Source: an optimization exercise on an open RTL-to-GDS flow (aim: small area and a short achievable clock period). Production flows keep margins and buffers that such runs may drop.
In this exercise RTL edits were held to simulation tests only and were not proved equivalent to the original.
Power is estimated from default activity; no workload was simulated.

`config.mk`:
```
export PLATFORM = sky130hd
export DESIGN_NAME = PIPELINE
export DESIGN_NICKNAME = PIPELINE
export VERILOG_FILES = /design/flow/design.v
export SDC_FILE = /design/flow/constraint.sdc
export NUM_CORES = 4
export LEC_CHECK = 0
export CAP_MARGIN = 20
export CORE_MARGIN = 2
export CORE_UTILIZATION = 40
export SLEW_MARGIN = 20
```
`constraint.sdc`:
```
create_clock -name core_clock -period 6.5 [get_ports {clk}]
set_input_delay 1.3000 -clock core_clock [delete_from_list [all_inputs] [get_ports {clk}]]
set_output_delay 1.3000 -clock core_clock [all_outputs]
set_load 0.01 [all_outputs]
```
`design.v`:
```
`timescale 1ns / 1ps
module PIPELINE(input clk,
                input rst,
                input btn,
                input on,
                output [31:0] imem_addr,
                input  [31:0] imem_data,
                output [31:0] dmem_addr,
                output [31:0] dmem_wdata,
                output        dmem_we,
                output        dmem_re,
                input  [31:0] dmem_rdata,
                output        wb_we,
                output [4:0]  wb_reg,
                output [31:0] wb_data);
	wire enable = !rst && (!on || btn);
	reg [31:0] pc;
	reg        br_pend;
	reg [31:0] d_ir;
	reg [31:0] d_npc;
	reg        e_rw, e_ld, e_st, e_br;    
	reg        e_fa, e_fb;                
	reg [31:0] e_a, e_b;                  
	reg [31:0] e_x;                       
	reg [4:0]  e_rt;
	reg        m_rw, m_ld, m_st, m_tk;
	reg [31:0] m_res;                     
	reg [31:0] m_wd;
	reg [4:0]  m_rd;
	reg        w_rw;
	reg [31:0] w_data;
	reg [4:0]  w_rd;
	reg [31:0] rf [1:31];
	wire [5:0] d_op = d_ir[31:26];
	wire [4:0] d_rs = d_ir[25:21];
	wire [4:0] d_rt = d_ir[20:16];
	wire d_isR  = (d_op == 6'b000000);
	wire d_isLW = (d_op == 6'b100011);
	wire d_isSW = (d_op == 6'b101011);
	wire d_isBR = (d_op == 6'b000100);
	wire stall = e_ld && ((e_rt == d_rs) || (e_rt == d_rt));
	wire [4:0] e_rd = e_ld ? e_rt : e_x[15:11];
	reg [31:0] rf_a, rf_b;
	integer i;
	always @* begin
		rf_a = 32'h00000000;
		rf_b = 32'h00000000;
		for (i = 1; i < 32; i = i + 1) begin
			rf_a = rf_a | (rf[i] & {32{d_rs == i}});
			rf_b = rf_b | (rf[i] & {32{d_rt == i}});
		end
	end
	wire wbyp_a = w_rw && (w_rd == d_rs) && (d_rs != 5'd0);
	wire wbyp_b = w_rw && (w_rd == d_rt) && (d_rt != 5'd0);
	wire [31:0] m_val = m_ld ? dmem_rdata : m_res;
	wire mhit_a = m_rw && (m_rd != 5'd0) && (m_rd == d_rs);
	wire mhit_b = m_rw && (m_rd != 5'd0) && (m_rd == d_rt);
	wire [31:0] d_a = mhit_a ? m_val : wbyp_a ? w_data : rf_a;
	wire [31:0] d_b = mhit_b ? m_val : wbyp_b ? w_data : rf_b;
	wire ehit_a = e_rw && (e_rd != 5'd0) && (e_rd == d_rs);
	wire ehit_b = e_rw && (e_rd != 5'd0) && (e_rd == d_rt);
	wire [31:0] d_sext = {{16{d_ir[15]}}, d_ir[15:0]};
	wire [31:0] d_tgt  = d_npc + d_sext;
	wire [31:0] x_a  = e_fa ? m_res : e_a;
	wire [31:0] x_bf = e_fb ? m_res : e_b;
	wire        e_isR  = e_rw && !e_ld;
	wire        e_mem  = e_ld || e_st;
	wire [5:0]  e_fn   = e_x[5:0];
	wire        f_add  = e_isR && (e_fn[5:1] == 5'b10000);
	wire        f_sub  = e_isR && (e_fn[5:1] == 5'b10001);
	wire        f_and  = e_isR && (e_fn == 6'b100100);
	wire        f_or   = e_isR && (e_fn == 6'b100101);
	wire        f_slt  = e_isR && (e_fn == 6'b101010);
	wire        sub    = !e_mem && e_fn[1];
	wire [31:0] x_b    = e_mem ? e_x : x_bf;
	wire [32:0] sum    = {1'b0, x_a} + {1'b0, x_b ^ {32{sub}}} + {32'd0, sub};
	wire        ltu    = !sum[32];
	wire [31:0] x_res  = ({32{f_add | f_sub | e_mem}} & sum[31:0])
	                   | ({32{f_and}} & (x_a & x_b))
	                   | ({32{f_or}}  & (x_a | x_b))
	                   | {31'd0, f_slt & ltu}
	                   | ({32{e_br}}  & e_x);
	wire        x_eq   = (x_a == x_bf);
	wire PCSrc = m_tk;
	assign dmem_addr  = m_res;
	assign dmem_wdata = m_wd;
	assign dmem_we    = m_st & enable;
	assign dmem_re    = m_ld & enable;
	assign wb_we   = w_rw & enable;
	assign wb_reg  = w_rd;
	assign wb_data = w_data;
	wire halt = (imem_data[31:26] == 6'b111111);
	wire [31:0] pc_inc = pc + 32'd1;
	assign imem_addr = pc;
	always @(posedge clk)
		if (rst) begin
			pc      <= 32'd0;
			br_pend <= 1'b0;
		end else if (enable) begin
			if (stall)
				br_pend <= PCSrc;
			else begin
				br_pend <= 1'b0;
				if (PCSrc)
					pc <= m_res;
				else if (br_pend)
					pc <= e_x;
				else if (!halt)
					pc <= pc_inc;
			end
		end
	always @(posedge clk)
		if (rst) begin
			d_ir[31:26] <= 6'd0;
			d_ir[15:11] <= 5'd0;
			d_ir[5:0]   <= 6'd0;
		end else if (enable && !stall) begin
			d_ir[31:26] <= imem_data[31:26];
			d_ir[15:11] <= imem_data[15:11];
			d_ir[5:0]   <= imem_data[5:0];
		end
	always @(posedge clk)
		if (enable && !stall) begin
			d_ir[25:16] <= imem_data[25:16];
			d_ir[10:6]  <= imem_data[10:6];
			d_npc       <= pc_inc;
		end
	always @(posedge clk)
		if (rst) begin
			e_rw <= 1'b0;
			e_ld <= 1'b0;
			e_st <= 1'b0;
			e_br <= 1'b0;
		end else if (enable) begin
			e_rw <= !stall && (d_isR || d_isLW);
			e_ld <= !stall && d_isLW;
			e_st <= !stall && d_isSW;
			e_br <= !stall && d_isBR;
		end
	always @(posedge clk)
		if (enable) begin
			e_fa <= ehit_a;
			e_fb <= ehit_b;
			e_a  <= d_a;
			e_b  <= d_b;
			e_x  <= stall ? m_res : (d_isBR ? d_tgt : d_sext);
			e_rt <= d_rt;
		end
	always @(posedge clk)
		if (rst) begin
			m_rw <= 1'b0;
			m_ld <= 1'b0;
			m_st <= 1'b0;
			m_tk <= 1'b0;
		end else if (enable) begin
			m_rw <= e_rw;
			m_ld <= e_ld;
			m_st <= e_st;
			m_tk <= e_br && x_eq;
		end
	always @(posedge clk)
		if (enable) begin
			m_res <= x_res;
			m_wd  <= x_bf;
			m_rd  <= e_rd;
		end
	always @(posedge clk)
		if (rst)
			w_rw <= 1'b0;
		else if (enable)
			w_rw <= m_rw;
	always @(posedge clk)
		if (enable) begin
			w_data <= m_val;
			w_rd   <= m_rd;
		end
	always @(posedge clk)
		if (enable && w_rw && (w_rd != 5'd0))
			rf[w_rd] <= w_data;
endmodule
```
`run.sh`:
```
#!/bin/bash
# synth_recipe.tcl (not shown) runs the flow's synth.tcl, then flattens the netlist and writes it again
# the make line also repeats each setting of config.mk as NAME=value (left out here)
make -C /OpenROAD-flow-scripts/flow DESIGN_CONFIG=/design/flow/config.mk WORK_HOME=/design/flow/orfs CLKGATE_MAP_FILE= SYNTH_SCRIPT=/design/flow/synth_recipe.tcl finish
```
==> summary.txt, run 1 <==
result of the run=timing/DRC/antenna clean; wire length of the first global-routing pass=374800 µm; fraction of the yosys area taken by sequential cells=0.6397; type of element capturing the critical path=flop; initial antenna violation count=8; maximum level of the CTS H-tree=4; clock tree from TritonCTS=done; max_cap viols=0; Slew @ Worst Pin=1.331 ns; cts bufs inserted=138; post-cts gate resize count=0; Cells after Synth=4575; setup slack after placement=1.629 ns; share of final-layout standard cells stronger than drive strength 1=0.1193; postcts setup bufs=0; remaining global-route overflow=0; min-delay worst type=reg -> reg; effective utilization at floorplan=0.4030; Die Area=154200 µm²; port buffer count=203; worst clock skew=0.05917 ns; Avg Synthesized Cell Area=13.21 µm²; maximum vdd ir drop=236.2 µV; I/O pins=204; Sum Neg Setup Slack=0 ns; overall track demand over capacity in global routing=0.3490; post-DR vias/cell=7.180; RSZ-0062 raised after global routing=no; Synth Register Bits=1307; count of final hold-check violations=0; Relative slew margins=0.1106; final setup violating endpoints=0; Max Transition Viols Final=0; Final GP Congestion=0.9890; number of enable-type register cells in the synthesized netlist=1248; final worst-path cycle share=0.7705; CTS clk-pin slew, worst paths=0.06 ns; critical path class=reg -> reg; DRC Markers=0; total nets after synthesis=4708; standard-cell row count=142; routed wirelength normalized by instance count=39.90 µm; static leakage power=22.99 nW; post-synthesis cell type count=86; largest driver fanout on the critical path=62; horizontal die dimension=392.7 µm; number of warnings issued by yosys=1; total number of nets in the final design=4920; cell area power density=279.0 nW/µm²; first-pass iteration count of the detailed router=13; cell at the root of the clock tree=sky130_fd_sc_hd__clkbuf_16; Antenna Violating Nets Remaining=0; drt initial violations=11067; data arrival time of the worst path=5.52 ns; Worst setup SP type=flop; Highest Clock Rate=199.7 MHz; post-synthesis async set-or-reset flop share=0; setup slack of the critical path after layout=1.492 ns; count of hold-fix buffers inserted at cts=0; Worst-Skew Late Latency=0.82 ns; Design Power=0.01977 W; total core area=150000 µm²; synthesis-to-layout area growth=17.26%; required time at the worst-slack endpoint=7.01 ns; maximum number of pins on one net before global-route repair=90; post-synthesis instance area=60430 µm²; number of vias after detailed routing=49686; die height=392.7 µm; DP Wirelength=170300 µm; most frequently used flop master after synthesis=sky130_fd_sc_hd__edfxtp_1; via count of the first global-routing pass=46887; time the final worst path needs with I/O delays and setup=5.008 ns; TritonCTS Sinks=1307; largest buffer count on any clock path=3; DRT Wirelength=276100 µm; utilization after layout=0.4725
-- cell families (layout without fill, tap and decap cells) --
group                    count (synthesis)  after routing  share of synthesized area
buffers and inverters                  409            729                    0.02772
XOR/XNOR                               171            171                    0.02478
flip-flops                            1307           1307                     0.6397
AND/OR/NAND/NOR                        902            902                    0.07230
other                                    0              9                          0
multiplexers                           143            143                    0.02451
adder cells (fa/ha/maj)                 95             95                    0.01868
AO/OA/AOI/OAI                         1548           1548                     0.1923
-- power breakdown --
part | leakage (nW) | total [W] | switching, W | internal (W)
logic | 8.89 | 0.00214 | 0.00138 | 0.000764
clock network | 2.17 | 0.00803 | 0.00361 | 0.00442
registers | 11.9 | 0.00960 | 0.000187 | 0.00941
total | 23.0 | 0.0198 | 0.00517 | 0.0146
-- path summary, 6_finish.rpt --
| check | startpoint | end | slack, ns | depth (start not counted) |
|---|---|---|---|---|
| worst max-delay path | e_ld | m_res[30] | 1.49 | 13 |
| worst min-delay path | m_st | m_st | 0.49 | 2 |
| worst max register to register | e_ld | m_res[30] | 1.49 | 13 |
| worst min register to register | m_st | m_st | 0.49 | 2 |
-- per-stage QoR --
step	cell area [µm²]	instances	hold WS (ns)
after floorplan	60440	4575	0.4206
after global placement	66140	6657	0.4770
after detailed placement	66200	6660	0.4785
after CTS	70700	6908	0.4834
after global routing	70840	6911	0.5228
final	70860	6920	0.4872
-- synthesized netlist by cell type, types with 7 or more instances --
cell                       count  area (µm²)
sky130_fd_sc_hd__a211oi_1     31       232.7
sky130_fd_sc_hd__a21o_1       22       165.2
sky130_fd_sc_hd__a21oi_1     140       700.7
sky130_fd_sc_hd__a221oi_1    256        2242
sky130_fd_sc_hd__a222oi_1     65       650.6
sky130_fd_sc_hd__a22o_1      255        2233
sky130_fd_sc_hd__a22oi_1     417        3131
sky130_fd_sc_hd__a31oi_1      13       81.33
sky130_fd_sc_hd__and2_1        9       56.30
sky130_fd_sc_hd__and3_1       13       81.33
sky130_fd_sc_hd__buf_1        20       75.07
sky130_fd_sc_hd__buf_2       102       510.5
sky130_fd_sc_hd__clkbuf_1    195       732.0
sky130_fd_sc_hd__dfxtp_1      59        1181
sky130_fd_sc_hd__edfxtp_1   1248       37480
sky130_fd_sc_hd__ha_1         63       788.3
sky130_fd_sc_hd__inv_1        86       322.8
sky130_fd_sc_hd__maj3_1       30       300.3
sky130_fd_sc_hd__mux2_2       36       405.4
sky130_fd_sc_hd__mux2i_1     105        1051
sky130_fd_sc_hd__nand2_1     226       848.3
sky130_fd_sc_hd__nand2b_1     16       100.1
sky130_fd_sc_hd__nand3_1      97       485.5
sky130_fd_sc_hd__nand3b_1      8       60.06
sky130_fd_sc_hd__nand4_1     149       932.1
sky130_fd_sc_hd__nor2_1      225       844.6
sky130_fd_sc_hd__nor2b_1      16       100.1
sky130_fd_sc_hd__nor3_1       92       460.4
sky130_fd_sc_hd__nor4_1       13       81.33
sky130_fd_sc_hd__o211ai_1     71       533.0
sky130_fd_sc_hd__o21a_1       10       75.07
sky130_fd_sc_hd__o21ai_0     201        1006
sky130_fd_sc_hd__o21ai_1      14       70.07
sky130_fd_sc_hd__or3_1         7       43.79
sky130_fd_sc_hd__xnor2_1      88       770.7
sky130_fd_sc_hd__xor2_1       83       727.0
-- placed cells by master, fill, tap and decap left out, types with 93 or more instances in the layout --
cell type                         count
sky130_fd_sc_hd__buf_4              156
sky130_fd_sc_hd__nand4_1            149
sky130_fd_sc_hd__mux2i_1            105
sky130_fd_sc_hd__clkbuf_16          138
sky130_fd_sc_hd__clkdlybuf4s50_1    203
sky130_fd_sc_hd__nand2_1            226
sky130_fd_sc_hd__edfxtp_1          1248
sky130_fd_sc_hd__o21ai_0            201
sky130_fd_sc_hd__a221oi_1           256
sky130_fd_sc_hd__nand3_1             93
sky130_fd_sc_hd__nor2_1             130
sky130_fd_sc_hd__nor2_4              94
sky130_fd_sc_hd__a22oi_1            417
sky130_fd_sc_hd__a22o_1             255
sky130_fd_sc_hd__a21oi_1            140
-- layout make-up --
cell class                 instances  area [µm²]
inverter                          88       330.3
multi-input combinational       2859       20960
clock buffer                     161        3560
fill                           13211       79090
clock inverter                    87       937.1
tap                             2016        2522
timing repair buffer             393        3870
sequential                      1307       38660
antenna                            9       22.52
-- critical path: stages (launching register included) --
cell and delay (ns):
sky130_fd_sc_hd__dfxtp_1 0.72, sky130_fd_sc_hd__or2_2 0.59, sky130_fd_sc_hd__buf_4 0.57, sky130_fd_sc_hd__o21ai_0 0.21, sky130_fd_sc_hd__ha_1 0.48, sky130_fd_sc_hd__a21o_1 0.23
sky130_fd_sc_hd__a21oi_1 0.13, sky130_fd_sc_hd__o21ai_0 0.11, sky130_fd_sc_hd__o41ai_1 0.47, sky130_fd_sc_hd__nor3b_1 0.30, sky130_fd_sc_hd__a21oi_1 0.20, sky130_fd_sc_hd__a31oi_1 0.36
sky130_fd_sc_hd__mux2i_1 0.24, sky130_fd_sc_hd__nand3_1 0.09
-- layer usage --
layer | share of wire | vias to the layer above | GRT usage | routed length [µm]
li1 | - | 19186 | - | -
met1 | 0.35 | 23962 | 0.4295 | 95650
met2 | 0.42 | 5108 | 0.5115 | 115800
met3 | 0.16 | 1416 | 0.1469 | 44630
met4 | 0.072 | 14 | 0.2021 | 19900
met5 | 0.00048 | - | 0.007656 | 133
-- registers in the layout, indices dropped and copies added, names as in the netlist, 5 cells and up --
| register | count |
|---|---|
| m_rd | 5 |
| e_rt | 5 |
| pc | 32 |
| m_res | 32 |
| d_npc | 32 |
| w_rd | 5 |
| rf | 992 |
| w_data | 32 |
| m_wd | 32 |
| e_a | 32 |
| d_ir | 32 |
| e_x | 32 |
| e_b | 32 |
==> run 2, diff against run 1 <==
--- a/design.v
+++ b/design.v
@@ -1,2 +1,19 @@
+`timescale 1ns / 1ps
+module ADDER(input [31:0] a, input [31:0] b, input cin, output [32:0] s);
+	wire [32:0] g0 = {a & b, cin};
+	wire [32:0] p0 = {a ^ b, 1'b0};
+	wire [32:0] g1 = g0 | (p0 & {g0[31:0], 1'b0});
+	wire [32:0] p1 = p0 & {p0[31:0], 1'b0};
+	wire [32:0] g2 = g1 | (p1 & {g1[30:0], 2'b0});
+	wire [32:0] p2 = p1 & {p1[30:0], 2'b0};
+	wire [32:0] g3 = g2 | (p2 & {g2[28:0], 4'b0});
+	wire [32:0] p3 = p2 & {p2[28:0], 4'b0};
+	wire [32:0] g4 = g3 | (p3 & {g3[24:0], 8'b0});
+	wire [32:0] p4 = p3 & {p3[24:0], 8'b0};
+	wire [32:0] g5 = g4 | (p4 & {g4[16:0], 16'b0});
+	wire [32:0] p5 = p4 & {p4[16:0], 16'b0};
+	wire [32:0] g6 = g5 | (p5 & {g5[0:0], 32'b0});
+	assign s = {g6[32], p0[32:1] ^ g6[31:0]};
+endmodule
 `timescale 1ns / 1ps
 module PIPELINE(input clk,
@@ -24,4 +41,7 @@
 	reg [31:0] e_x;                       
 	reg [4:0]  e_rt;
+	reg        e_bm, e_bmn, e_bb, e_bbn, e_bx;  
+	reg        e_sub;                     
+	reg        e_rsum, e_rand, e_ror, e_rslt;  
 	reg        m_rw, m_ld, m_st, m_tk;
 	reg [31:0] m_res;                     
@@ -51,35 +71,35 @@
 		end
 	end
-	wire wbyp_a = w_rw && (w_rd == d_rs) && (d_rs != 5'd0);
-	wire wbyp_b = w_rw && (w_rd == d_rt) && (d_rt != 5'd0);
 	wire [31:0] m_val = m_ld ? dmem_rdata : m_res;
 	wire mhit_a = m_rw && (m_rd != 5'd0) && (m_rd == d_rs);
 	wire mhit_b = m_rw && (m_rd != 5'd0) && (m_rd == d_rt);
+	wire wbyp_a = w_rw && (w_rd == d_rs) && (d_rs != 5'd0);
+	wire wbyp_b = w_rw && (w_rd == d_rt) && (d_rt != 5'd0);
 	wire [31:0] d_a = mhit_a ? m_val : wbyp_a ? w_data : rf_a;
 	wire [31:0] d_b = mhit_b ? m_val : wbyp_b ? w_data : rf_b;
 	wire ehit_a = e_rw && (e_rd != 5'd0) && (e_rd == d_rs);
 	wire ehit_b = e_rw && (e_rd != 5'd0) && (e_rd == d_rt);
+	wire [5:0] d_fn  = d_ir[5:0];
+	wire d_mem  = d_isLW || d_isSW;
+	wire d_add  = d_isR && (d_fn[5:1] == 5'b10000);
+	wire d_sub  = d_isR && (d_fn[5:1] == 5'b10001);
+	wire d_and  = d_isR && (d_fn == 6'b100100);
+	wire d_or   = d_isR && (d_fn == 6'b100101);
+	wire d_slt  = d_isR && (d_fn == 6'b101010);
 	wire [31:0] d_sext = {{16{d_ir[15]}}, d_ir[15:0]};
 	wire [31:0] d_tgt  = d_npc + d_sext;
 	wire [31:0] x_a  = e_fa ? m_res : e_a;
 	wire [31:0] x_bf = e_fb ? m_res : e_b;
-	wire        e_isR  = e_rw && !e_ld;
-	wire        e_mem  = e_ld || e_st;
-	wire [5:0]  e_fn   = e_x[5:0];
-	wire        f_add  = e_isR && (e_fn[5:1] == 5'b10000);
-	wire        f_sub  = e_isR && (e_fn[5:1] == 5'b10001);
-	wire        f_and  = e_isR && (e_fn == 6'b100100);
-	wire        f_or   = e_isR && (e_fn == 6'b100101);
-	wire        f_slt  = e_isR && (e_fn == 6'b101010);
-	wire        sub    = !e_mem && e_fn[1];
-	wire [31:0] x_b    = e_mem ? e_x : x_bf;
-	wire [32:0] sum    = {1'b0, x_a} + {1'b0, x_b ^ {32{sub}}} + {32'd0, sub};
+	wire [31:0] x_b    = ({32{e_bm}} & m_res) | ({32{e_bmn}} & ~m_res) | ({32{e_bb}} & e_b) | ({32{e_bbn}} & ~e_b)
+	                   | ({32{e_bx}} & e_x);
+	wire [32:0] sum;
+	ADDER alu_add(.a(x_a), .b(x_b), .cin(e_sub), .s(sum));
 	wire        ltu    = !sum[32];
-	wire [31:0] x_res  = ({32{f_add | f_sub | e_mem}} & sum[31:0])
-	                   | ({32{f_and}} & (x_a & x_b))
-	                   | ({32{f_or}}  & (x_a | x_b))
-	                   | {31'd0, f_slt & ltu}
-	                   | ({32{e_br}}  & e_x);
-	wire        x_eq   = (x_a == x_bf);
+	wire [31:0] x_res  = ({32{e_rsum}} & sum[31:0])
+	                   | ({32{e_rand}} & (x_a & x_b))
+	                   | ({32{e_ror}}  & (x_a | x_b))
+	                   | {31'd0, e_rslt & ltu}
+	                   | ({32{e_br}}   & e_x);
+	wire        x_eq   = ~|(x_a ^ x_b);
 	wire PCSrc = m_tk;
 	assign dmem_addr  = m_res;
@@ -146,4 +166,14 @@
 			e_x  <= stall ? m_res : (d_isBR ? d_tgt : d_sext);
 			e_rt <= d_rt;
+			e_bx   <= d_mem;
+			e_bm   <= !d_mem && ehit_b && !(d_sub || d_slt);
+			e_bmn  <= !d_mem && ehit_b && (d_sub || d_slt);
+			e_bb   <= !d_mem && !ehit_b && !(d_sub || d_slt);
+			e_bbn  <= !d_mem && !ehit_b && (d_sub || d_slt);
+			e_sub  <= d_sub || d_slt;
+			e_rsum <= d_add || d_sub || d_mem;
+			e_rand <= d_and;
+			e_ror  <= d_or;
+			e_rslt <= d_slt;
 		end
 	always @(posedge clk)
==> flow/run.sh (new file) <==
#!/bin/bash
# The standard layout (standard.sh, unchanged synthesis and steps), with
# the port buffers that buffer_ports inserts made of buf_2 cells instead of
# the delay buffers it picks by default. make's full output goes to
# flow_make.log here; ORFS keeps each step's log under orfs/logs/.
set -euo pipefail
export BUFFER_PORTS_ARGS="-buffer_cell sky130_fd_sc_hd__buf_2"
bash standard.sh finish > flow_make.log 2>&1
==> standard.sh (new file) <==
#!/bin/bash
# synth_recipe.tcl (not shown) runs the flow's synth.tcl, then flattens the netlist and writes it again
# the make line also repeats each setting of config.mk as NAME=value (left out here)
make -C /OpenROAD-flow-scripts/flow DESIGN_CONFIG=/design/flow/config.mk WORK_HOME=/design/flow/orfs CLKGATE_MAP_FILE= SYNTH_SCRIPT=/design/flow/synth_recipe.tcl "${@:-finish}"
--- a/config.mk
+++ b/config.mk
@@ -7,5 +7,14 @@
 export LEC_CHECK = 0
 export CAP_MARGIN = 20
+export CELL_PAD_IN_SITES_DETAIL_PLACEMENT = 1
+export CELL_PAD_IN_SITES_GLOBAL_PLACEMENT = 1
 export CORE_MARGIN = 2
 export CORE_UTILIZATION = 40
+export CTS_BUF_LIST = sky130_fd_sc_hd__clkbuf_8
+export CTS_CLUSTER_DIAMETER = 70
+export CTS_CLUSTER_SIZE = 14
+export PLACE_DENSITY = 0.55
+export SETUP_SLACK_MARGIN = 2.8
 export SLEW_MARGIN = 20
+export SYNTH_HIERARCHICAL = 1
+export TNS_END_PERCENT = 5
removed: run.sh
==> run 2 against run 1 <==
Global-route usage up 3.7 points. Sequential power up 2.8%. Hold slack worse by 0.039 ns. Die area up 2.2%. Sequential share of layout area up 0.74 points. Clock-buffer cell count down 36. Maximum frequency up 32%. Clock power down 36%. Largest cell class unchanged.
==> summary.txt, run 2 <==
result of the run=timing/DRC/antenna clean; cell type with the highest aggregate area in the netlist=sky130_fd_sc_hd__edfxtp_1; fraction of the yosys area taken by sequential cells=0.6308; multiplexer area fraction after synthesis=0.02613; port buffer count=203; post-synthesis cell type count=92; utilization after layout=0.4585; drt initial violations=8539; wire length of the first global-routing pass=420000 µm; synthesis-to-layout area growth=14.10%; routed wirelength normalized by instance count=43.70 µm; Yosys top cell area share=0.6117; Cells after Synth=4727; cts bufs inserted=120; DRC Markers=0; CTS clk-pin slew, worst paths=0.10 ns; part of the power in registers=0.544; critical path class=reg -> reg; fraction of power consumed by combinational cells=0.172; standard-cell row count=144; largest buffer count on any clock path=3; fraction of power spent switching nets=0.3028; cell area power density=257.4 nW/µm²; Max Transition Viols Final=0; initial antenna violation count=8; largest family of logic cells by synthesized area=compound AO/OA/AOI/OAI gates; most frequent standard cell in the layout excluding fill and tap cells=sky130_fd_sc_hd__edfxtp_1; Die Area=157600 µm²; I/O pins=204; data arrival time of the worst path=4.46 ns; top cells by area in the synthesized netlist=sky130_fd_sc_hd__edfxtp_1 (61%), sky130_fd_sc_hd__a22oi_1 (4.7%), sky130_fd_sc_hd__a221oi_1 (3.6%), sky130_fd_sc_hd__a22o_1 (3.6%), sky130_fd_sc_hd__ha_1 (2.6%); Worst setup SP type=flop; RSZ-0062 raised after global routing=yes; switching power=0.005492 W; number of warnings issued by yosys=7; grt met2 use=0.6018; maximum number of pins on one net before global-route repair=73; Highest Clock Rate=262.7 MHz; share of final-layout standard cells stronger than drive strength 1=0.1847; horizontal die dimension=396.9 µm; static leakage power=23.64 nW; Relative slew margins=0.2122; total number of nets in the final design=5234; cell area reported after detailed placement=66840 µm²; area fraction in compound gates after synthesis=0.1887; post-synthesis adder-cell area fraction=0.02658; simple-gate portion of the synthesized area=0.08225; met3 usage=0.1072; number of enable-type register cells in the synthesized netlist=1258; count of final hold-check violations=0; max_cap viols=0; die height=396.9 µm; worst min-delay path startpoint=e_st; area taken by flip-flops and latches=38970 µm²; remaining global-route overflow=0; TritonCTS Sinks=1317; Filler Cell Count=15625; via count of the first global-routing pass=49566; effective utilization at floorplan=0.4018; clock tree from TritonCTS=done; number of vias after detailed routing=50973; area of the multi-input gates=22400 µm²; most frequent cells in the layout=sky130_fd_sc_hd__edfxtp_1 (1258), sky130_fd_sc_hd__a22oi_1 (387), sky130_fd_sc_hd__nand2_1 (285), sky130_fd_sc_hd__buf_4 (273), sky130_fd_sc_hd__a221oi_1 (257); Avg Synthesized Cell Area=13.07 µm²; internal power component=0.01264 W; most frequently used flop master after synthesis=sky130_fd_sc_hd__edfxtp_1; number of flip-flops in the largest register=992; time the final worst path needs with I/O delays and setup=3.806 ns; final worst-path cycle share=0.5856; Critical Path Source=d_ir[24]; largest driver fanout on the critical path=21; layer with the highest usage=met2; maximum level of the CTS H-tree=3; post-synthesis instance area=61760 µm²; proportion of power drawn by the clock network=0.284; launch instance of the worst register-to-register path=d_ir[24]; first-pass iteration count of the detailed router=11; post-DR vias/cell=7.132; area of all placed cells without fillers=70470 µm²; Antenna Violating Nets Remaining=0; Synth Area in XOR/XNOR=0.01659; total nets after synthesis=4925; Slew @ Worst Pin=1.179 ns; DP Wirelength=199700 µm; worst clock skew=0.06880 ns; Worst-Skew Late Latency=0.92 ns; register with the most flip-flops=rf; total core area=153700 µm²; overall track demand over capacity in global routing=0.3859; grt met1 use=0.4824; required time at the worst-slack endpoint=7.16 ns; cell at the root of the clock tree=sky130_fd_sc_hd__clkbuf_8; type of element capturing the critical path=flop; DRT Wirelength=312300 µm; min-delay worst type=reg -> reg; maximum vdd ir drop=190.6 µV; final setup violating endpoints=0; Post-synth top cells=sky130_fd_sc_hd__edfxtp_1 (1258), sky130_fd_sc_hd__a22oi_1 (387), sky130_fd_sc_hd__nand2_1 (290), sky130_fd_sc_hd__a221oi_1 (257); Final GP Congestion=0.9406; most frequently used cell type in the post-synthesis netlist=sky130_fd_sc_hd__edfxtp_1; post-synthesis async set-or-reset flop share=0; Synth Register Bits=1317
-- run 2: cell families after synthesis --
kind of cell	Yosys count
AOI/OAI and AO/OA	1514
buffers and inverters	456
adders and majority gates	130
and+or+nand+nor	1036
xor gates and xnor gates	117
DFF	1317
muxes	157
-- run 2: repair_timing --
item,CTS,global route
gates cloned,1,2
pin swaps,5,21
endpoints found under the setup margin,89,221
hold buffers,0,0
setup buffers,17,51
resized for setup,37,79
-- run 2: cell type report --
| class | instances | share of cell area |
|---|---|---|
| Multi-Input combinational cell | 2954 | 0.3179 |
| Inverter | 130 | 0.006925 |
| Antenna cell | 7 | 0.0002486 |
| Timing Repair Buffer | 513 | 0.05414 |
| Sequential cell | 1317 | 0.5530 |
| Clock buffer | 125 | 0.02441 |
| Clock inverter | 57 | 0.007085 |
| Tap cell | 2044 | 0.03629 |
-- run 2: power by group through the flow --
stage	Clock, W	Sequential (W)	Combinational (W)
after floorplan	0	0.0100	0.00155
after global placement	0	0.0101	0.00275
after detailed placement	0	0.0101	0.00276
after CTS	0.00519	0.00990	0.00283
after global routing	0.00545	0.00989	0.00329
final	0.00515	0.00987	0.00311
-- run 2: worst paths after layout --
| check | end | slack [ns] | cells past startpoint |
|---|---|---|---|
| max | e_a[18] | 2.69 | 10 |
| min | m_st | 0.45 | 2 |
| max reg2reg | e_a[18] | 2.69 | 10 |
| min reg2reg | m_st | 0.45 | 2 |
-- run 2: metrics by stage --
| stage | setup TNS (ns) | instances | hold WS (ns) | power, W | setup slack [ns] |
|---|---|---|---|---|---|
| 2_1_floorplan | -323.90 | 4727 | 0.4206 | 0.01156 | -0.5820 |
| 3_3_place_gp | 0 | 6874 | 0.4408 | 0.01285 | 1.753 |
| 3_5_place_dp | 0 | 6879 | 0.4458 | 0.01286 | 1.851 |
| 4_1_cts | 0 | 7079 | 0.4574 | 0.01792 | 2.545 |
| 5_1_grt | 0 | 7142 | 0.4900 | 0.01864 | 2.629 |
| 6_report | 0 | 7147 | 0.4486 | 0.01814 | 2.694 |
-- run 2: worst max-delay path, stage by stage (launching register included) --
cell and delay, ns:
sky130_fd_sc_hd__edfxtp_1 0.56, sky130_fd_sc_hd__or3b_2 0.66, sky130_fd_sc_hd__nor2_4 0.67, sky130_fd_sc_hd__buf_4 0.64
sky130_fd_sc_hd__a22o_1 0.29, sky130_fd_sc_hd__a221oi_1 0.08, sky130_fd_sc_hd__nand4_1 0.12, sky130_fd_sc_hd__nor3_1 0.11
sky130_fd_sc_hd__nand2_1 0.09, sky130_fd_sc_hd__o211ai_1 0.11, sky130_fd_sc_hd__o21ai_0 0.21
-- run 2: per-layer routing --
layer,share of wire,up-vias
li1,-,19841
met1,0.36,25822
met2,0.45,4130
met3,0.12,1172
met4,0.071,8
met5,0.00015,-
-- run 2: per-module statistics from Yosys (local to each module, per instance) --
module    cell area [µm²]  flip-flops and latches  times used  cells inside
PIPELINE            59870                    1317           1          4470
ADDER                1886                       0           1           257
==> run 3, diff against run 2 <==
==> run.sh (new file) <==
#!/bin/bash
# synth_recipe.tcl (not shown) runs the flow's synth.tcl, then flattens the netlist and writes it again
# the make line also repeats each setting of config.mk as NAME=value (left out here)
make -C /OpenROAD-flow-scripts/flow DESIGN_CONFIG=/design/flow/config.mk WORK_HOME=/design/flow/orfs CLKGATE_MAP_FILE= SYNTH_SCRIPT=/design/flow/synth_recipe.tcl finish
removed: flow/run.sh
removed: standard.sh
==> run 3 against run 2 <==
Die area unchanged. Clock power fell by 2%. Via count shrank 1.0%. Critical path depth up 1. Clock-buffer cell count down 4. Total power fell by 0.27%. First-iteration DRC count down 1.6%. Wire length about the same. Core utilization rose by 0.25 points. Non-clock buffer count fell by 31. Largest cell class unchanged. Highest routed layer unchanged.
==> summary.txt, run 3 <==
effective utilization at floorplan=0.4018; setup slack of the critical path after layout=2.531 ns; RSZ-0062 raised after global routing=yes; number of vias after detailed routing=50448; initial antenna violation count=16; largest driver fanout on the critical path=19; standard-cell row count=144; top cells by area in the synthesized netlist=sky130_fd_sc_hd__edfxtp_1 (61%), sky130_fd_sc_hd__a22oi_1 (4.7%), sky130_fd_sc_hd__a221oi_1 (3.6%), sky130_fd_sc_hd__a22o_1 (3.6%), sky130_fd_sc_hd__ha_1 (2.6%); most frequent standard cell in the layout excluding fill and tap cells=sky130_fd_sc_hd__edfxtp_1; cts bufs inserted=118; via count of the first global-routing pass=49854; Highest Clock Rate=251.9 MHz; clock tree from TritonCTS=done; post-DR vias/cell=7.095; cell at the root of the clock tree=sky130_fd_sc_hd__clkbuf_8; Yosys top cell area share=0.6117; worst clock skew=0.06182 ns; setup slack after placement=1.527 ns; Final GP Congestion=0.9518; Sum Neg Setup Slack=0 ns; min-delay worst type=reg -> reg; remaining global-route overflow=0; port buffer count=203; DP Wirelength=200600 µm; TritonCTS Sinks=1317; Antenna Violating Nets Remaining=0; static leakage power=23.35 nW; Design Power=0.01809 W; routed wirelength normalized by instance count=43.89 µm; multiplexer area fraction after synthesis=0.02613; count of hold-fix buffers inserted at cts=0; most frequently used flop master after synthesis=sky130_fd_sc_hd__edfxtp_1; most frequently used cell type in the post-synthesis netlist=sky130_fd_sc_hd__edfxtp_1; maximum vdd ir drop=183.8 µV; maximum level of the CTS H-tree=3; total core area=153700 µm²; total nets after synthesis=4925; maximum number of pins on one net before global-route repair=65; final setup violating endpoints=0; Worst-Skew Late Latency=0.90 ns; result of the run=timing/DRC/antenna clean; cell type with the highest aggregate area in the netlist=sky130_fd_sc_hd__edfxtp_1; post-synthesis instance area=61760 µm²; die height=396.9 µm; share of final-layout standard cells stronger than drive strength 1=0.1375; Avg Synthesized Cell Area=13.07 µm²; final instance count without filler cells=7110; Max Transition Viols Final=0; simple-gate portion of the synthesized area=0.08225; Cells after Synth=4727; DRT Wirelength=312100 µm; required time at the worst-slack endpoint=7.10 ns; number of flip-flops in the largest register=992; Slew @ Worst Pin=1.161 ns; horizontal die dimension=396.9 µm; Worst setup SP type=flop; fraction of the yosys area taken by sequential cells=0.6308; largest buffer count on any clock path=3; area fraction in compound gates after synthesis=0.1887; data arrival time of the worst path=4.56 ns; register with the most flip-flops=rf; post-synthesis adder-cell area fraction=0.02658; Post-synth top cells=sky130_fd_sc_hd__edfxtp_1 (1258), sky130_fd_sc_hd__a22oi_1 (387), sky130_fd_sc_hd__nand2_1 (290), sky130_fd_sc_hd__a221oi_1 (257); CTS clk-pin slew, worst paths=0.09 ns; I/O pins=204; synthesis-to-layout area growth=14.72%; number of enable-type register cells in the synthesized netlist=1258; wire length of the first global-routing pass=421700 µm; largest family of logic cells by synthesized area=compound AO/OA/AOI/OAI gates; number of cells after detailed placement=6873; Relative slew margins=0.2260; Die Area=157600 µm²; drt initial violations=8399; Synth Area in XOR/XNOR=0.01659; total number of nets in the final design=5201; count of final hold-check violations=0; post-synthesis cell type count=92; max_cap viols=0; DRC Markers=0; type of element capturing the critical path=flop; critical path class=reg -> reg; most frequent cells in the layout=sky130_fd_sc_hd__edfxtp_1 (1258), sky130_fd_sc_hd__a22oi_1 (387), sky130_fd_sc_hd__nand2_1 (286), sky130_fd_sc_hd__a221oi_1 (257); Synth Register Bits=1317; overall track demand over capacity in global routing=0.3869; cell area power density=255.3 nW/µm²; time the final worst path needs with I/O delays and setup=3.969 ns; final worst-path cycle share=0.6107; post-synthesis async set-or-reset flop share=0; first-pass iteration count of the detailed router=9; number of warnings issued by yosys=7
[run 3: cell counts after synthesis]
No cell type changed its count.
[run 3: cell type report]
cell class | instances | area, µm²
antenna | 4 | 10.01
clock buffer | 121 | 1665
clock inverter | 58 | 499.2
fill | 15545 | 82830
inverter | 130 | 490.5
multi-input combinational | 2954 | 22270
sequential | 1317 | 38970
tap | 2044 | 2557
timing repair buffer | 482 | 4392
[run 3: layer usage]
layer  up-vias  part of all wire  routed length (µm)  GRT usage
li1      19771                 -                   -          -
met1     25660              0.36              113600     0.4769
met2      3850              0.45              140800     0.6098
met3      1145              0.12               36070     0.1071
met4        22             0.069               21460     0.2245
met5         -           0.00048                 149          0
[run 3: worst paths after layout]
| kind | start | to | slack, ns | cells after the start |
|---|---|---|---|---|
| worst max-delay path | d_ir[23] | e_a[29] | 2.53 | 11 |
| worst min-delay path | m_st | m_st | 0.46 | 2 |
| worst max register to register | d_ir[23] | e_a[29] | 2.53 | 11 |
| worst min register to register | m_st | m_st | 0.46 | 2 |
[run 3: logic make-up (layout without fill, tap and decap cells)]
family | count (synthesis) | in the layout
and+or+nand+nor | 1036 | 1036
xor gates and xnor gates | 117 | 117
muxes | 157 | 157
buffers and inverters | 456 | 791
other | 0 | 4
DFF | 1317 | 1317
AOI/OAI and AO/OA | 1514 | 1514
adders and majority gates | 130 | 130
[run 3: Yosys stat by module, one instance, submodules excluded]
module,cells inside,cell area [µm²],flip-flops and latches
PIPELINE,4470,59870,1317
ADDER,257,1886,0
[run 3: critical path, stage by stage, from the launching register on]
cell and delay (ns):
sky130_fd_sc_hd__edfxtp_1 0.72, sky130_fd_sc_hd__nand3b_1 0.43, sky130_fd_sc_hd__nor2_4 0.06, sky130_fd_sc_hd__buf_4 0.26, sky130_fd_sc_hd__buf_4 0.41, sky130_fd_sc_hd__a22o_1 0.26, sky130_fd_sc_hd__a221oi_1 0.34, sky130_fd_sc_hd__nand4_1 0.16
sky130_fd_sc_hd__nor3_1 0.60, sky130_fd_sc_hd__nand2_1 0.12, sky130_fd_sc_hd__o211ai_1 0.16, sky130_fd_sc_hd__o21ai_0 0.13
[run 3: timing repair]
| item | CTS | global route |
|---|---|---|
| buffers inserted | 34 | 19 |
| setup endpoints to repair | 374 | 163 |
| cloned | 1 | 0 |
| gates resized for setup | 91 | 22 |
| pin swaps | 11 | 2 |
[run 3: per-stage QoR]
step	utilization	hold slack, ns	instance area, µm²
after floorplan	-	0.4206	61940
after global placement	0.4409	0.4443	67760
after detailed placement	0.4410	0.4475	67770
after CTS	0.4591	0.4657	70560
after global routing	0.4610	0.5048	70850
final	0.4610	0.4578	70850
[run 3: where the power goes]
group | total (W) | switching [W] | leakage (nW) | internal, W
Sequential | 0.00986 | 0.000270 | 12.0 | 0.00959
Clock | 0.00507 | 0.00311 | 1.18 | 0.00195
Combinational | 0.00316 | 0.00204 | 10.2 | 0.00111
Total | 0.0181 | 0.00543 | 23.3 | 0.0127
==> run 4, diff against run 3 <==
--- a/design.v
+++ b/design.v
@@ -1,2 +1,6 @@
+`timescale 1ns / 1ps
+module AO222N(input a0, input s0, input a1, input s1, input a2, input s2, output y);
+	assign y = ~((a0 & s0) | (a1 & s1) | (a2 & s2));
+endmodule
 `timescale 1ns / 1ps
 module ADDER(input [31:0] a, input [31:0] b, input cin, output [32:0] s);
@@ -61,21 +65,41 @@
 	wire stall = e_ld && ((e_rt == d_rs) || (e_rt == d_rt));
 	wire [4:0] e_rd = e_ld ? e_rt : e_x[15:11];
-	reg [31:0] rf_a, rf_b;
-	integer i;
-	always @* begin
-		rf_a = 32'h00000000;
-		rf_b = 32'h00000000;
-		for (i = 1; i < 32; i = i + 1) begin
-			rf_a = rf_a | (rf[i] & {32{d_rs == i}});
-			rf_b = rf_b | (rf[i] & {32{d_rt == i}});
-		end
-	end
 	wire [31:0] m_val = m_ld ? dmem_rdata : m_res;
 	wire mhit_a = m_rw && (m_rd != 5'd0) && (m_rd == d_rs);
 	wire mhit_b = m_rw && (m_rd != 5'd0) && (m_rd == d_rt);
-	wire wbyp_a = w_rw && (w_rd == d_rs) && (d_rs != 5'd0);
-	wire wbyp_b = w_rw && (w_rd == d_rt) && (d_rt != 5'd0);
-	wire [31:0] d_a = mhit_a ? m_val : wbyp_a ? w_data : rf_a;
-	wire [31:0] d_b = mhit_b ? m_val : wbyp_b ? w_data : rf_b;
+	wire wbyp_a = !mhit_a && w_rw && (w_rd == d_rs) && (d_rs != 5'd0);
+	wire wbyp_b = !mhit_b && w_rw && (w_rd == d_rt) && (d_rt != 5'd0);
+	wire [32:0] sel_a, sel_b;                  
+	genvar gi, gb;
+	generate
+		for (gi = 0; gi < 31; gi = gi + 1) begin : g_sel
+			assign sel_a[gi] = (d_rs == gi + 1) && !mhit_a && !wbyp_a;
+			assign sel_b[gi] = (d_rt == gi + 1) && !mhit_b && !wbyp_b;
+		end
+	endgenerate
+	assign sel_a[31] = wbyp_a;
+	assign sel_a[32] = mhit_a;
+	assign sel_b[31] = wbyp_b;
+	assign sel_b[32] = mhit_b;
+	wire [31:0] d_a, d_b;
+	generate
+		for (gb = 0; gb < 32; gb = gb + 1) begin : g_rd
+			wire [32:0] in;
+			wire [10:0] ta, tb;
+			for (gi = 0; gi < 31; gi = gi + 1) begin : g_in
+				assign in[gi] = rf[gi + 1][gb];
+			end
+			assign in[31] = w_data[gb];
+			assign in[32] = m_val[gb];
+			for (gi = 0; gi < 11; gi = gi + 1) begin : g_grp
+				AO222N ga(.a0(in[3*gi]), .s0(sel_a[3*gi]), .a1(in[3*gi+1]), .s1(sel_a[3*gi+1]),
+				          .a2(in[3*gi+2]), .s2(sel_a[3*gi+2]), .y(ta[gi]));
+				AO222N gb2(.a0(in[3*gi]), .s0(sel_b[3*gi]), .a1(in[3*gi+1]), .s1(sel_b[3*gi+1]),
+				           .a2(in[3*gi+2]), .s2(sel_b[3*gi+2]), .y(tb[gi]));
+			end
+			assign d_a[gb] = ~&ta;
+			assign d_b[gb] = ~&tb;
+		end
+	endgenerate
 	wire ehit_a = e_rw && (e_rd != 5'd0) && (e_rd == d_rs);
 	wire ehit_b = e_rw && (e_rd != 5'd0) && (e_rd == d_rt);
==> flow/run.sh (new file) <==
#!/bin/bash
# The standard layout (standard.sh, unchanged synthesis and steps), with
# the port buffers that buffer_ports inserts made of buf_2 cells instead of
# the delay buffers it picks by default. make's full output goes to
# flow_make.log here; ORFS keeps each step's log under orfs/logs/.
set -euo pipefail
export BUFFER_PORTS_ARGS="-buffer_cell sky130_fd_sc_hd__buf_2"
bash standard.sh finish > flow_make.log 2>&1
==> standard.sh (new file) <==
#!/bin/bash
# synth_recipe.tcl (not shown) runs the flow's synth.tcl, then flattens the netlist and writes it again
# the make line also repeats each setting of config.mk as NAME=value (left out here)
make -C /OpenROAD-flow-scripts/flow DESIGN_CONFIG=/design/flow/config.mk WORK_HOME=/design/flow/orfs CLKGATE_MAP_FILE= SYNTH_SCRIPT=/design/flow/synth_recipe.tcl "${@:-finish}"
removed: run.sh
==> run 4 against run 3 <==
Largest power group unchanged. Core utilization is 0.39 points higher. Total power is 2.0% lower. Via count is 5.7% lower. Sequential share of layout area is 1.8 points higher. Die area is 4.0% lower. Sequential power is 1% higher. Still clean on timing, DRC and antenna. Non-clock buffer count is 93 higher. Highest routed layer unchanged. Critical endpoint is now e_a[30].
==> summary.txt, run 4 <==
Yosys top cell area share=0.6374; Final GP Congestion=0.9257; Cells after Synth=4096; total number of nets in the final design=4836; time the final worst path needs with I/O delays and setup=4.029 ns; synthesis-to-layout area growth=15.70%; Worst setup SP type=flop; die height=388.9 µm; DRC Markers=0; Relative slew margins=0.2059; critical path class=reg -> reg; Highest Clock Rate=248.2 MHz; TritonCTS Sinks=1317; most frequently used cell type in the post-synthesis netlist=sky130_fd_sc_hd__edfxtp_1; setup slack of the critical path after layout=2.471 ns; number of enable-type register cells in the synthesized netlist=1258; Worst-Skew Late Latency=0.91 ns; I/O pins=204; minimum setup slack among reg-to-reg paths=2.47 ns; post-DR vias/cell=7.179; area of all placed cells without fillers=68580 µm²; post-synthesis async set-or-reset flop share=0; Max Transition Viols Final=0; maximum number of pins on one net before global-route repair=109; number of flip-flops in the largest register=992; Slew @ Worst Pin=1.188 ns; Hold Slack=0.4524 ns; total nets after synthesis=4294; port buffer count=203; largest buffer count on any clock path=3; required time at the worst-slack endpoint=7.09 ns; Post-synth top cells=sky130_fd_sc_hd__edfxtp_1 (1258), sky130_fd_sc_hd__a222oi_1 (705), sky130_fd_sc_hd__nor2_1 (266), sky130_fd_sc_hd__nand2_1 (253), sky130_fd_sc_hd__nand4_1 (245); drt initial violations=9849; register with the most flip-flops=rf; post-synthesis cell type count=83; count of hold-fix buffers inserted at cts=0; maximum vdd ir drop=169.2 µV; terminating pin of the worst hold path=m_st; number of buffers and inverters on the critical path=4; clock tree from TritonCTS=done; cell at the root of the clock tree=sky130_fd_sc_hd__clkbuf_8; worst path cell trace=or4_4, o21ai_4, buf_4, nor3_2, buf_8, nand2b_4, nand3b_1, buf_4, nor2_2, buf_6, a222oi_1, nand4_1, nor2_1, nand4_1; most frequently used flop master after synthesis=sky130_fd_sc_hd__edfxtp_1; maximum level of the CTS H-tree=3; worst clock skew=0.06719 ns; most frequent standard cell in the layout excluding fill and tap cells=sky130_fd_sc_hd__edfxtp_1; share of final-layout standard cells stronger than drive strength 1=0.2132; CTS clk-pin slew, worst paths=0.09 ns; cell depth of the worst min-delay path=2; number of warnings issued by yosys=7; routed wirelength normalized by instance count=43.29 µm; wire length of the first global-routing pass=381000 µm; Die Area=151300 µm²; Sum Neg Setup Slack=0 ns; count of final hold-check violations=0; standard-cell row count=141; cell type with the highest aggregate area in the netlist=sky130_fd_sc_hd__edfxtp_1; remaining global-route overflow=0; first-pass iteration count of the detailed router=15; delay of the slowest cell on the worst path=0.60 ns; DP Wirelength=180900 µm; most frequent cells in the layout=sky130_fd_sc_hd__edfxtp_1 (1258), sky130_fd_sc_hd__a222oi_1 (705), sky130_fd_sc_hd__buf_4 (298), sky130_fd_sc_hd__nand2_1 (249), sky130_fd_sc_hd__nand4_1 (245); cell area reported after detailed placement=64260 µm²; depth of the most critical reg-to-reg path=14; top cells by area in the synthesized netlist=sky130_fd_sc_hd__edfxtp_1 (64%), sky130_fd_sc_hd__a222oi_1 (12%), sky130_fd_sc_hd__ha_1 (2.7%), sky130_fd_sc_hd__nand4_1 (2.6%), sky130_fd_sc_hd__dfxtp_1 (2.0%); final worst-path cycle share=0.6199; post-synthesis instance area=59270 µm²; cts bufs inserted=114; setup slack after placement=1.780 ns; data arrival time of the worst path=4.62 ns; Max stage delay cell, worst path=sky130_fd_sc_hd__a222oi_1; overall track demand over capacity in global routing=0.3623; fraction of the yosys area taken by sequential cells=0.6573; Synth Register Bits=1317; RSZ-0062 raised after global routing=yes; Antenna Violating Nets Remaining=0; DRT Wirelength=286700 µm; initial antenna violation count=14; Avg Synthesized Cell Area=14.47 µm²; reg2reg end=e_a[30]; min-delay worst type=reg -> reg; static leakage power=22.90 nW; result of the run=timing/DRC/antenna clean; number of vias after detailed routing=47557; final setup violating endpoints=0; effective utilization at floorplan=0.4019; delay-heaviest family, CP=simple AND/OR/NAND/NOR gates; launch instance of the worst register-to-register path=m_rd[1]; type of element capturing the critical path=flop; horizontal die dimension=388.9 µm; Design Power=0.01772 W; worst min-delay path startpoint=m_st; via count of the first global-routing pass=45769; largest driver fanout on the critical path=33; cell area power density=258.4 nW/µm²; total core area=147500 µm²; max_cap viols=0
run 4: changes by cell type in the layout (fill, tap and decap cells not counted), moves of 54 or more:
cell,delta
sky130_fd_sc_hd__a222oi_1,+640
sky130_fd_sc_hd__o21ai_0,-66
sky130_fd_sc_hd__clkdlybuf4s50_1,-197
sky130_fd_sc_hd__o211ai_1,-60
sky130_fd_sc_hd__buf_2,+201
sky130_fd_sc_hd__nand4_1,+72
sky130_fd_sc_hd__a221oi_1,-257
sky130_fd_sc_hd__nor2_1,+54
sky130_fd_sc_hd__a22o_1,-255
sky130_fd_sc_hd__nand3_1,-74
sky130_fd_sc_hd__a22oi_1,-381
run 4: final cells by class:
class | count | area, µm²
diodes | 12 | 30.03
clock buffers | 117 | 1610
clock inverters | 43 | 392.9
fillers | 14699 | 78910
inverters | 90 | 337.8
multi-input cells | 2540 | 20270
flip-flops and latches | 1317 | 38960
well taps | 1930 | 2415
repair buffers | 575 | 4554
run 4: worst max-delay path by stage:
stage,slack (ns),cells after the start,to,startpoint
finish,2.47,14,e_a[30],m_rd[1]
global route,2.50,14,e_a[30],m_rd[1]
CTS,2.69,15,m_res[0],e_fa
detailed placement,1.78,12,e_b[8],m_rd[0]
global placement,1.84,12,e_b[8],m_rd[0]
floorplan,0.002,6,rf[24][0],on
run 4: power breakdown:
part           switching (W)  internal, W
clock network        0.00302      0.00184
registers           0.000366      0.00959
logic                0.00187      0.00102
run 4: cells by family (layout without fill, tap and decap cells):
group | count (synthesis) | count (layout) | synth area share
other | 0 | 12 | 0
buffers and inverters | 241 | 825 | 0.01854
xor gates and xnor gates | 119 | 119 | 0.01759
DFF | 1317 | 1317 | 0.6573
and+or+nand+nor | 1003 | 1005 | 0.08400
AOI/OAI and AO/OA | 1127 | 1127 | 0.1666
muxes | 159 | 159 | 0.02825
adders and majority gates | 130 | 130 | 0.02770
run 4: per-module statistics from Yosys, one instance, submodules excluded:
module | flops+latches | copies in the design
AO222N | 0 | 704
ADDER | 0 | 1
PIPELINE | 1317 | 1
run 4: tightest hold or removal path, delay by kind of cell, from the launching register on:
kind             cells  cell delay, ns
AO/OA/AOI/OAI        1            0.05
flip-flops           1            0.31
AND/OR/NAND/NOR      1            0.05
run 4: routing by layer:
metal  up-vias  part of all wire  track usage
li1      18923                 -            -
met2      3355              0.45       0.5748
met3       672              0.11      0.07542
met1     24605              0.38       0.4715
met5         -          0.000042            0
met4         2             0.063       0.1825
run 4: what timing repair did:
item,CTS,global route
gates resized for setup,101,62
pin swaps,41,35
gates cloned,4,6
buffers inserted,87,61
setup endpoints to repair,89,99
run 4: stage by stage:
step | std cells | utilization
6_report | 6624 | 0.4650
5_1_grt | 6614 | 0.4648
4_1_cts | 6543 | 0.4581
3_5_place_dp | 6292 | 0.4357
3_3_place_gp | 6291 | 0.4355
2_1_floorplan | 4096 | -
==> run 5, diff against run 4 <==
--- a/config.mk
+++ b/config.mk
@@ -15,5 +15,5 @@
 export CTS_CLUSTER_SIZE = 14
 export PLACE_DENSITY = 0.55
-export SETUP_SLACK_MARGIN = 2.8
+export SETUP_SLACK_MARGIN = 3.2
 export SLEW_MARGIN = 20
 export SYNTH_HIERARCHICAL = 1
==> run 5 against run 4 <==
Still clean. Core utilization increased by 1.3 points. Clock power about the same. First-iteration DRC count decreased by 1.2%. Highest routed layer unchanged.
==> summary.txt, run 5 <==
reg2reg end=e_b[21]; fraction of the yosys area taken by sequential cells=0.6573; number of warnings issued by yosys=7; cell type with the highest aggregate area in the netlist=sky130_fd_sc_hd__edfxtp_1; most frequent cells in the layout=sky130_fd_sc_hd__edfxtp_1 (1258), sky130_fd_sc_hd__a222oi_1 (705), sky130_fd_sc_hd__buf_4 (384), sky130_fd_sc_hd__nand4_1 (245), sky130_fd_sc_hd__nand2_1 (243); Die Area=151300 µm²; cell area reported after detailed placement=64260 µm²; final worst-path cycle share=0.5714; Yosys top cell area share=0.6374; setup slack of the critical path after layout=2.786 ns; initial antenna violation count=16; Worst setup SP type=flop; post-synthesis async set-or-reset flop share=0; Critical Path Source=m_rd[0]; post-DR vias/cell=7.152; Cells after Synth=4096; required time at the worst-slack endpoint=7.13 ns; total number of nets in the final design=4966; die height=388.9 µm; depth of the most critical reg-to-reg path=14; launch instance of the worst register-to-register path=m_rd[0]; DRC Markers=0; post-synthesis cell type count=83; Final GP Congestion=0.9257; count of final hold-check violations=0; most frequently used flop master after synthesis=sky130_fd_sc_hd__edfxtp_1; CTS clk-pin slew, worst paths=0.10 ns; critical path class=reg -> reg; max_cap viols=0; Relative slew margins=0.2314; type of element capturing the critical path=flop; total nets after synthesis=4294; Avg Synthesized Cell Area=14.47 µm²; drt initial violations=9729; cell at the root of the clock tree=sky130_fd_sc_hd__clkbuf_8; largest buffer count on any clock path=3; Slew @ Worst Pin=1.150 ns; Highest Clock Rate=269.2 MHz; internal power component=0.01265 W; Max Transition Viols Final=0; result of the run=timing/DRC/antenna clean; number of flip-flops in the largest register=992; maximum level of the CTS H-tree=3; post-synthesis instance area=59270 µm²; most frequent standard cell in the layout excluding fill and tap cells=sky130_fd_sc_hd__edfxtp_1; routed wirelength normalized by instance count=43.31 µm; Sum Neg Setup Slack=0 ns; most frequently used cell type in the post-synthesis netlist=sky130_fd_sc_hd__edfxtp_1; time the final worst path needs with I/O delays and setup=3.714 ns; proportion of power drawn by the clock network=0.270; Post-synth top cells=sky130_fd_sc_hd__edfxtp_1 (1258), sky130_fd_sc_hd__a222oi_1 (705), sky130_fd_sc_hd__nor2_1 (266), sky130_fd_sc_hd__nand2_1 (253), sky130_fd_sc_hd__nand4_1 (245); via count of the first global-routing pass=46897; I/O pins=204; maximum number of pins on one net before global-route repair=109; fraction of power spent switching nets=0.2986; Worst-Skew Late Latency=0.91 ns; synthesis-to-layout area growth=19.06%; Synth Register Bits=1317; register with the most flip-flops=rf; clock tree from TritonCTS=done; worst clock skew=0.06232 ns; top cells by area in the synthesized netlist=sky130_fd_sc_hd__edfxtp_1 (64%), sky130_fd_sc_hd__a222oi_1 (12%), sky130_fd_sc_hd__ha_1 (2.7%), sky130_fd_sc_hd__nand4_1 (2.6%), sky130_fd_sc_hd__dfxtp_1 (2.0%); number of enable-type register cells in the synthesized netlist=1258; number of vias after detailed routing=48318; RSZ-0062 raised after global routing=yes; largest driver fanout on the critical path=13; overall track demand over capacity in global routing=0.3760; standard-cell row count=141; share of final-layout standard cells stronger than drive strength 1=0.2456; utilization after layout=0.4784; effective utilization at floorplan=0.4019; static leakage power=23.80 nW; end point of the critical path=e_b[21]; wire length of the first global-routing pass=394200 µm; DRT Wirelength=292600 µm; min-delay worst type=reg -> reg; minimum setup slack among reg-to-reg paths=2.79 ns; fraction of power consumed by combinational cells=0.180; Detail Route met2 WL=132500 µm; horizontal die dimension=388.9 µm; Antenna Violating Nets Remaining=0; part of the power in registers=0.550; TritonCTS Sinks=1317; final setup violating endpoints=0; total core area=147500 µm²; data arrival time of the worst path=4.34 ns; DP Wirelength=180900 µm; switching power=0.005387 W; maximum vdd ir drop=175.2 µV; highest routed layer=met5; port buffer count=203; setup slack after placement=1.780 ns; cts bufs inserted=114; area of all placed cells without fillers=70560 µm²; first-pass iteration count of the detailed router=13; routed length on met3=32010 µm; cell area power density=255.6 nW/µm²; remaining global-route overflow=0; metal1 wirelength=108300 µm
[run 5: cell counts after synthesis]
No cell type changed its count.
[run 5: what timing repair did]
| action | in CTS | in global routing |
|---|---|---|
| gates resized for setup | 215 | 60 |
| hold buffers | 0 | 0 |
| pin swaps | 118 | 83 |
| cloned | 18 | 1 |
| endpoints found under the setup margin | 174 | 356 |
| buffers inserted | 210 | 59 |
[run 5: area by class of cell]
type,count,area (µm²)
Antenna cell,14,35.03
Clock buffer,117,1610
Clock inverter,43,392.9
Fill cell,14600,76920
Inverter,90,337.8
Multi-Input combinational cell,2540,20690
Sequential cell,1317,38960
Tap cell,1930,2415
Timing Repair Buffer,705,6123
[run 5: routing by layer]
metal,vias to the layer above,GRT usage
met5,-,0
met4,6,0.2130
met3,769,0.08941
met2,3469,0.5925
met1,24887,0.4763
li1,19187,-
[run 5: power groups by stage]
stage / combinational [W] / sequential (W) / clock [W]
3_5_place_dp: 0.00252 / 0.0102 / 0
5_1_grt: 0.00339 / 0.00993 / 0.00517
4_1_cts: 0.00305 / 0.00992 / 0.00491
6_report: 0.00324 / 0.00992 / 0.00487
3_3_place_gp: 0.00250 / 0.0102 / 0
2_1_floorplan: 0.00144 / 0.0100 / 0
[run 5: cell families (layout without fill, tap and decap cells)]
kind of cell	Yosys count	count (layout)	synth area share
xor+xnor	119	119	0.01759
compound gates	1127	1127	0.1666
simple gates	1003	1005	0.08400
fa+ha+maj	130	130	0.02770
other cells	0	14	0
flops	1317	1317	0.6573
buf+inv	241	955	0.01854
mux	159	159	0.02825
[run 5: critical path: stages (launching register included)]
cell	delay [ns]
sky130_fd_sc_hd__edfxtp_1	0.41
sky130_fd_sc_hd__or4_4	0.55
sky130_fd_sc_hd__o21ai_4	0.23
sky130_fd_sc_hd__nor3_4	0.07
sky130_fd_sc_hd__buf_12	0.13
sky130_fd_sc_hd__nand2b_4	0.17
sky130_fd_sc_hd__nand3b_1	0.14
sky130_fd_sc_hd__buf_6	0.15
sky130_fd_sc_hd__buf_4	0.12
sky130_fd_sc_hd__nor2_4	0.08
sky130_fd_sc_hd__buf_6	0.20
sky130_fd_sc_hd__a222oi_1	0.47
sky130_fd_sc_hd__nand4_1	0.32
sky130_fd_sc_hd__nor2_2	0.28
sky130_fd_sc_hd__nand4_1	0.12
[run 5: how the worst min path moves through the flow]
stage	cells past startpoint	slack, ns	endpoint	startpoint
6_report	2	0.45	m_st	m_st
5_1_grt	2	0.48	m_st	m_st
4_1_cts	2	0.45	m_st	m_st
3_5_place_dp	2	0.44	m_st	m_st
3_3_place_gp	2	0.44	m_st	m_st
2_1_floorplan	0	0.42	e_rt[0]	d_ir[16]
[run 5: Yosys stat by module (local to each module, per instance)]
module | copies in the design | flops+latches | cell area (µm²) | cells inside
ADDER | 1 | 0 | 1886 | 257
PIPELINE | 1 | 1317 | 50340 | 3135
AO222N | 704 | 0 | 10.01 | 1
[run 5: stage by stage]
step / cells / total power (W) / hold WS [ns]
floorplan: 4096 / 0.01145 / 0.4206
global placement: 6291 / 0.01271 / 0.4406
detailed placement: 6292 / 0.01273 / 0.4410
CTS: 6680 / 0.01789 / 0.4540
global route: 6747 / 0.01849 / 0.4751
finish: 6756 / 0.01804 / 0.4521

[afterwards: timing with drivers on the ports]
The results above use ideal ports. As a check the final layouts listed here were re-extracted and re-timed, cells and wires unchanged. Step 1 assumes that a clkbuf_16 drives the clock port and a buf_2 every other input. Step 2 adds t to the input delays and takes it off the output delays; t is the mean of the earliest and latest rising clock arrival at the registers after step 1. Input paths then give back, and output paths get back, about the clock's delay inside the block. Three values: ideal ports, drivers, drivers and shift; two values: the first two.
| run | t (ns) | slack for setup (ns) | worst register clock-pin slew, ns | worst slew at a driven data input, ns |
|---|---|---|---|---|
| run 1 | 0.866 | 1.492 / 1.492 / 1.492 | 0.07 / 0.07 | 0.09 |
| run 2 | 0.964 | 2.694 / 2.694 / 2.087 | 0.11 / 0.11 | 0.07 |
| run 3 | 0.945 | 2.531 / 2.531 / 1.870 | 0.11 / 0.11 | 0.11 |
| run 4 | 0.966 | 2.471 / 2.471 / 2.187 | 0.11 / 0.11 | 0.04 |
| run 5 | 0.969 | 2.786 / 2.786 / 2.101 | 0.11 / 0.11 | 0.04 |
After both steps every run listed still meets setup and hold. For run 5, which loses most, drivers alone change the setup slack by 0.000 ns; drivers and shift together by -0.685 ns.
